What follows belongs to an exercise in optimizing a design on an open flow for small area; a production flow would make more cautious choices.
Only simulation tests tie the RTL to the original design; equivalence was not proved.
Power and IR drop assume default switching activity.

==> flow/design.v (outline; a module is shown in full before it is edited, if it fits) <==
// module test_mult_add: 1768 lines
// module test_opt_reg: 20 lines
// module test_pe_unq1: 226 lines
// module cb_unq1: 31 lines
// module cb_unq2: 21 lines
// module sb_unq1: 70 lines
// module pe_tile_new_unq1: 386 lines
module pe_tile_new_unq1 (
clk_in,
config_addr,
config_data,
config_read,
config_write,
out_BUS1_S0_T0,
in_BUS1_S0_T0,
out_BUS1_S0_T1,
in_BUS1_S0_T1,
out_BUS1_S0_T2,
in_BUS1_S0_T2,
out_BUS1_S0_T3,
in_BUS1_S0_T3,
out_BUS1_S0_T4,
in_BUS1_S0_T4,
out_BUS1_S1_T0,
in_BUS1_S1_T0,
out_BUS1_S1_T1,
in_BUS1_S1_T1,
out_BUS1_S1_T2,
in_BUS1_S1_T2,
out_BUS1_S1_T3,
in_BUS1_S1_T3,
out_BUS1_S1_T4,
in_BUS1_S1_T4,
out_BUS1_S2_T0,
in_BUS1_S2_T0,
out_BUS1_S2_T1,
in_BUS1_S2_T1,
out_BUS1_S2_T2,
in_BUS1_S2_T2,
out_BUS1_S2_T3,
in_BUS1_S2_T3,
out_BUS1_S2_T4,
in_BUS1_S2_T4,
out_BUS1_S3_T0,
in_BUS1_S3_T0,
out_BUS1_S3_T1,
in_BUS1_S3_T1,
out_BUS1_S3_T2,
in_BUS1_S3_T2,
out_BUS1_S3_T3,
in_BUS1_S3_T3,
out_BUS1_S3_T4,
in_BUS1_S3_T4,
out_BUS16_S0_T0,
in_BUS16_S0_T0,
out_BUS16_S0_T1,
in_BUS16_S0_T1,
out_BUS16_S0_T2,
in_BUS16_S0_T2,
out_BUS16_S0_T3,
in_BUS16_S0_T3,
out_BUS16_S0_T4,
in_BUS16_S0_T4,
out_BUS16_S1_T0,
in_BUS16_S1_T0,
out_BUS16_S1_T1,
in_BUS16_S1_T1,
out_BUS16_S1_T2,
in_BUS16_S1_T2,
out_BUS16_S1_T3,
in_BUS16_S1_T3,
out_BUS16_S1_T4,
in_BUS16_S1_T4,
out_BUS16_S2_T0,
in_BUS16_S2_T0,
out_BUS16_S2_T1,
in_BUS16_S2_T1,
out_BUS16_S2_T2,
in_BUS16_S2_T2,
out_BUS16_S2_T3,
in_BUS16_S2_T3,
out_BUS16_S2_T4,
in_BUS16_S2_T4,
out_BUS16_S3_T0,
in_BUS16_S3_T0,
out_BUS16_S3_T1,
in_BUS16_S3_T1,
out_BUS16_S3_T2,
in_BUS16_S3_T2,
out_BUS16_S3_T3,
in_BUS16_S3_T3,
out_BUS16_S3_T4,
in_BUS16_S3_T4,
gin_0,
gin_1,
gin_2,
gin_3,
gout,
reset,
tile_id,
read_data
);
  // ...
==> flow/flow/run.sh <==
#!/bin/bash
# Standard ORFS layout (standard.sh, unchanged synthesis), with two changes:
# the port buffers are buf_1 cells, and clock tree synthesis uses smaller
# clock buffers and no dummy loads. Each tool's output is logged under orfs/logs;
# make's own output goes to make.log here.
set -euo pipefail
export BUFFER_PORTS_ARGS="-buffer_cell sky130_fd_sc_hd__buf_1"
export CTS_ARGS="-sink_clustering_enable -repair_clock_nets -dont_use_dummy_load -buf_list sky130_fd_sc_hd__clkbuf_8"
bash standard.sh "BUFFER_PORTS_ARGS=$BUFFER_PORTS_ARGS" "CTS_ARGS=$CTS_ARGS" finish > make.log 2>&1
==> flow/standard.sh <==
#!/bin/bash
# synth_recipe.tcl (not shown) runs the flow's synth.tcl, then flattens the netlist and writes it again
# the make line also repeats each setting of config.mk as NAME=value (left out here)
make -C /OpenROAD-flow-scripts/flow DESIGN_CONFIG=/design/flow/config.mk WORK_HOME=/design/flow/orfs CLKGATE_MAP_FILE= SYNTH_SCRIPT=/design/flow/synth_recipe.tcl "${@:-finish}"
==> flow/config.mk <==
export PLATFORM = sky130hd
export DESIGN_NAME = pe_tile_new_unq1
export DESIGN_NICKNAME = pe_tile_new_unq1
export VERILOG_FILES = /design/flow/design.v
export SDC_FILE = /design/flow/constraint.sdc
export NUM_CORES = 4
export LEC_CHECK = 0
export CAP_MARGIN = 20
export CORE_MARGIN = 2
export CORE_UTILIZATION = 40
export SLEW_MARGIN = 20
==> flow/constraint.sdc <==
create_clock -name core_clock -period 30.0 [get_ports {clk_in}]
set_input_delay 6.0000 -clock core_clock [delete_from_list [all_inputs] [get_ports {clk_in}]]
set_output_delay 6.0000 -clock core_clock [all_outputs]
set_load 0.01 [all_outputs]
==> impl_metrics.toml, run 1 <==
[outcome]
outcome = "timing/DRC/antenna clean"

[die]
rows = 143
dieHeight_um = 396
initial_utilization_pct = 40.4
taps = 2030
io-pin-count = 801

[cells_and_area]
fin_cells = 8036
antennaDiodeCount = 41
drive_above_1_share_pct = 30.6
largest_reg_flops = 320
finalNetCount = 6718
clk_share_pct = 3.01
flops_and_latches = 817
fillers = 14500

[routing]
wl_met2_um = 149000
wl_met3_um = 49100
drt_wl_total_um = 355000

[logic_synthesis]
synth-edff-count = 340
synth-seq-cells = 817
synthSimpleGateAreaFrac_pct = 8.13
async_reset_ff_share_pct = 58.4

[power_and_ir_drop]
top_power_group = "registers"
clockPowerShare_pct = 37.0
power_frac_comb_pct = 13.9

[timing]
finalSetupTns_ps = 0
worst_clock_skew_ps = 142
finalCriticalPeriod_ps = 27530

[setup_path]
crit_path_top_delay_cell = "a222oi_1"
startpoint_type = "input port"
critical_path_class = "input port to output port"
cp-endpoint = "out_BUS1_S3_T1[0]"
crit_path_end_kind = "output port"

[hold_path]
hold_end = "cb_bit1.config_cb[22]$_DFFE_PP0P_"
min_path_type = "register to register"

[placement]
dp_hpwl_um = 266000
io_buffers = 800

[clocking]
postCtsHoldBufs = 0
==> inputs of run 2 (changes only) <==
==> flow/run.sh (new file) <==
#!/bin/bash
# synth_recipe.tcl (not shown) runs the flow's synth.tcl, then flattens the netlist and writes it again
# the make line also repeats each setting of config.mk as NAME=value (left out here)
make -C /OpenROAD-flow-scripts/flow DESIGN_CONFIG=/design/flow/config.mk WORK_HOME=/design/flow/orfs CLKGATE_MAP_FILE= SYNTH_SCRIPT=/design/flow/synth_recipe.tcl finish
removed: flow/flow/run.sh
removed: flow/standard.sh
==> run 2 against run 1 <==
Effect of this change: sequential power about the same; critical path type unchanged; clock power grew about 30%; synthesized area is the same; routed wire length rose by 0.74%; power is 14% higher; via count decreased by 1.2%; first-iteration DRC count rose by 0.47%; critical endpoint is now gout; setup slack got worse by 950 ps; combinational power grew about 20%; critical path depth increased by 1; fmax down 3.3%.
==> impl_metrics.toml, run 2 <==
[grt]
grt_pass1_vias = 53900
use_met1_pct = 54.7
top_usage_layer = "met2"
antenna_found_initial = 60
overflow = 0
gr-usage-met3_pct = 15.7
grt_use_met2_pct = 64.7
grt_usage_pct = 44.4
grt_pass1_wl_um = 476000
grt_max_degree = 126

[logic_synthesis]
synth-seq-cells = 817
synth-edff-count = 340
yosys-top-cells-count = "mux2_2 (839), nor2_1 (431), dfrtp_1 (379), inv_1 (352)"
yosysMostFrequentCell = "mux2_2"
synth_cells = 5257
synth_area_per_cell_um2 = 11.7
async_reset_ff_share_pct = 58.4
yosysUniqueCellTypes = 108
synth_ff_type = "dfrtp_1"
synth-seq-area-share_pct = 36.2
synth_top_area_cell = "edfxtp_1"
yosysWarnings = 8
yosys-top-cells-area = "edfxtp_1 (17%), dfrtp_1 (15%), mux2_2 (15%), mux4_2 (12%), fa_1 (8.2%)"
syn_area_mm2 = 0.0616
syn_nets = 6008
synth_top_area_share_pct = 16.6

[outcome]
outcome = "timing/DRC/antenna clean"

[cells_and_area]
area_growth_pct = 22.7
finalNetCount = 6666
drive_above_1_share_pct = 30.2
fin_cells = 8065
largest_register = "sb_wide.side.track.id1"
layout_common_cells = "mux2_2 (839), clkdlybuf4s50_1 (797), nor2_1 (415)"
reg_top3 = "sb_wide.side.track.id1 x320, sb_1b.config_sb x64, sb_wide.config_sb x64"
layout_commonest_cell = "mux2_2"
largest_reg_flops = 320

[routing]
route.detailed.drc = 0
routedWlPerCell_um = 44.4
via_per_inst = 7.03
first_pass_iters = 9
drtIter0Drc = 9449
ant_nets = 0
drt_wl_total_um = 358000
vias = 56700

[die]
io-pin-count = 801
dieHeight_um = 396
die_area_mm2 = 0.157
initial_utilization_pct = 40.4
die-width_um = 396
core_mm2 = 0.152
rows = 143

[placement]
dp_hpwl_um = 266000
place_inst = 7846
place.gp.congestion = 1.05
io_buffers = 800

[power_and_ir_drop]
pwr-share-seq_pct = 43.1
peakVddDrop_v = 0.0000457
clockPowerShare_pct = 42.2
cellPowerDensity_mw_per_mm2 = 37.6
p_sw_share_pct = 28.2
p_leak_nw = 29.0
p_sw_mw = 0.801
power_frac_comb_pct = 14.7
p_int_mw = 2.04

[setup_path]
worst-path-buf-inv = 5
cpMostUsedCell = "fa_1"
startpoint_type = "input port"
cp_slowest_stage_delay_ps = 820
worst_path_dominant_cell_family = "adder cells"
crit_path_top_delay_cell = "a222oi_1"
crit_path_end_kind = "output port"
worstPathRequired_ps = 24000
cp.arrival_ps = 22480
critical_path_class = "input port to output port"
reg2reg_from = "cb_data1.config_cb[2]$_DFFE_PP1P_"
setup.worst_path.start = "in_BUS16_S1_T4[0]"
cp_max_fo = 19

[clocking]
htree_levels = 3
worst_skew_pair.late_latency_ps = 760
cts_buffer_depth = 3
cts_setup_buffers = 0
clock-sinks = 817
numCtsBuffers = 95
cts_tree = "built"
postCtsHoldBufs = 0
cts_resized = 0
ctsRootBufferMaster = "clkbuf_16"
cts.clk_slew.worst_paths_ps = 60

[timing]
max_freq_ghz = 0.0351
tightest_slew_ps = 1280
relSlewSlack_pct = 14.8
finalHoldViolCount = 0
drv_slew = 0
finalSetupTns_ps = 0
worst_clock_skew_ps = 75.0
finalCriticalPeriod_ps = 28480
setup_viol = 0
rsz0062_at_grt = "no"
period_share_pct = 94.9

[hold_path]
holdCritStartpoint = "cb_bit1.config_cb[18]$_DFFE_PP0P_"
min_path_type = "register to register"

[flow_run]
cap_violations = 0
[run 2: through the flow]
stage	worst slack [ps]	utilization [%]	hold slack, ps	area (um2)	power (mW)
6_report	1520	49.6	502	75600	2.84
5_1_grt	957	49.5	511	75500	2.88
4_1_cts	1850	49.5	502	75400	2.82
3_5_place_dp	1830	47.4	487	72300	1.64
3_3_place_gp	1970	47.4	481	72300	1.64
2_1_floorplan	5030	-	474	61600	1.38
[run 2: path summary, 6_finish.rpt]
kind                                                              end  slack [ps]  depth (start not counted)
min in group asynchronous             sb_1b.config_sb[50]$_DFFE_PP0P_        5880                          2
max in group asynchronous       sb_wide.config_ungate[13]$_DFFE_PP0P_       21660                          4
worst min register to register      cb_bit1.config_cb[18]$_DFFE_PP0P_         500                          1
worst max register to register          test_pe.op_b_q[8]$_DFFE_PP0P_       11870                         46
worst max-delay path                                             gout        1520                         45
worst min-delay path                cb_bit1.config_cb[18]$_DFFE_PP0P_         500                          1
[run 2: layout make-up]
type	count	area, um2
clock inverter	42	409
clock buffer	138	2690
multi-input combinational	3633	36600
fill	13700	76900
timing repair buffer	1014	9600
sequential	817	22300
inverter	354	1340
antenna	37	92.6
tap	2030	2540
[run 2: metal layers]
layer	up-vias	wire length [um]
met4	46	30700
met1	29200	127000
met2	5180	153000
met5	-	349
li1	21000	-
met3	1221	47200
[run 2: cell families after synthesis]
| logic type | after synthesis | share of synthesized area (%) |
|---|---|---|
| multiplexers | 1283 | 29.5 |
| AO/OA/AOI/OAI | 880 | 10.5 |
| AND/OR/NAND/NOR | 1076 | 8.13 |
| XOR/XNOR | 71 | 1.01 |
| flip-flops | 817 | 36.2 |
| buffers and inverters | 807 | 5.03 |
| adder cells (fa/ha/maj) | 323 | 9.65 |
[run 2: power by group through the flow]
stage	logic [mW]	clock network, mW	registers [mW]
after global placement	0.396	0	1.24
after floorplan	0.153	0	1.23
final	0.417	1.20	1.22
after CTS	0.399	1.20	1.22
after detailed placement	0.397	0	1.24
after global routing	0.418	1.24	1.22

[port drivers added, routing unchanged]
In the flow no input, the clock included, has a driving cell. The finished layouts below were timed again as built, in two steps.
Step 1 sets driving cells, clkbuf_16 on the clock port and buf_2 on the other inputs (assumed; they add their load-dependent delay and slew).
Step 2 also shifts input and output timing later by t, the mid clock arrival at the registers, as if the neighbouring blocks saw the same clock.
Slacks: ideal / step 1 / step 2; pairs: ideal / step 1.
| run | t (ns) | setup WS [ns] | worst hold slack (ns) | slew at the worst register clock pin (ns) |
|---|---|---|---|---|
| run 1 | 0.982 | 2.471 / 2.437 / 2.437 | 0.498 / 0.498 / 0.498 | 0.07 / 0.07 |
| run 2 | 0.811 | 1.517 / 1.477 / 1.477 | 0.502 / 0.502 / 0.502 | 0.07 / 0.07 |
After both steps setup and hold are still met in every run listed. For run 2, which loses most, drivers alone change the setup slack by -0.040 ns; drivers and shift together by -0.040 ns.
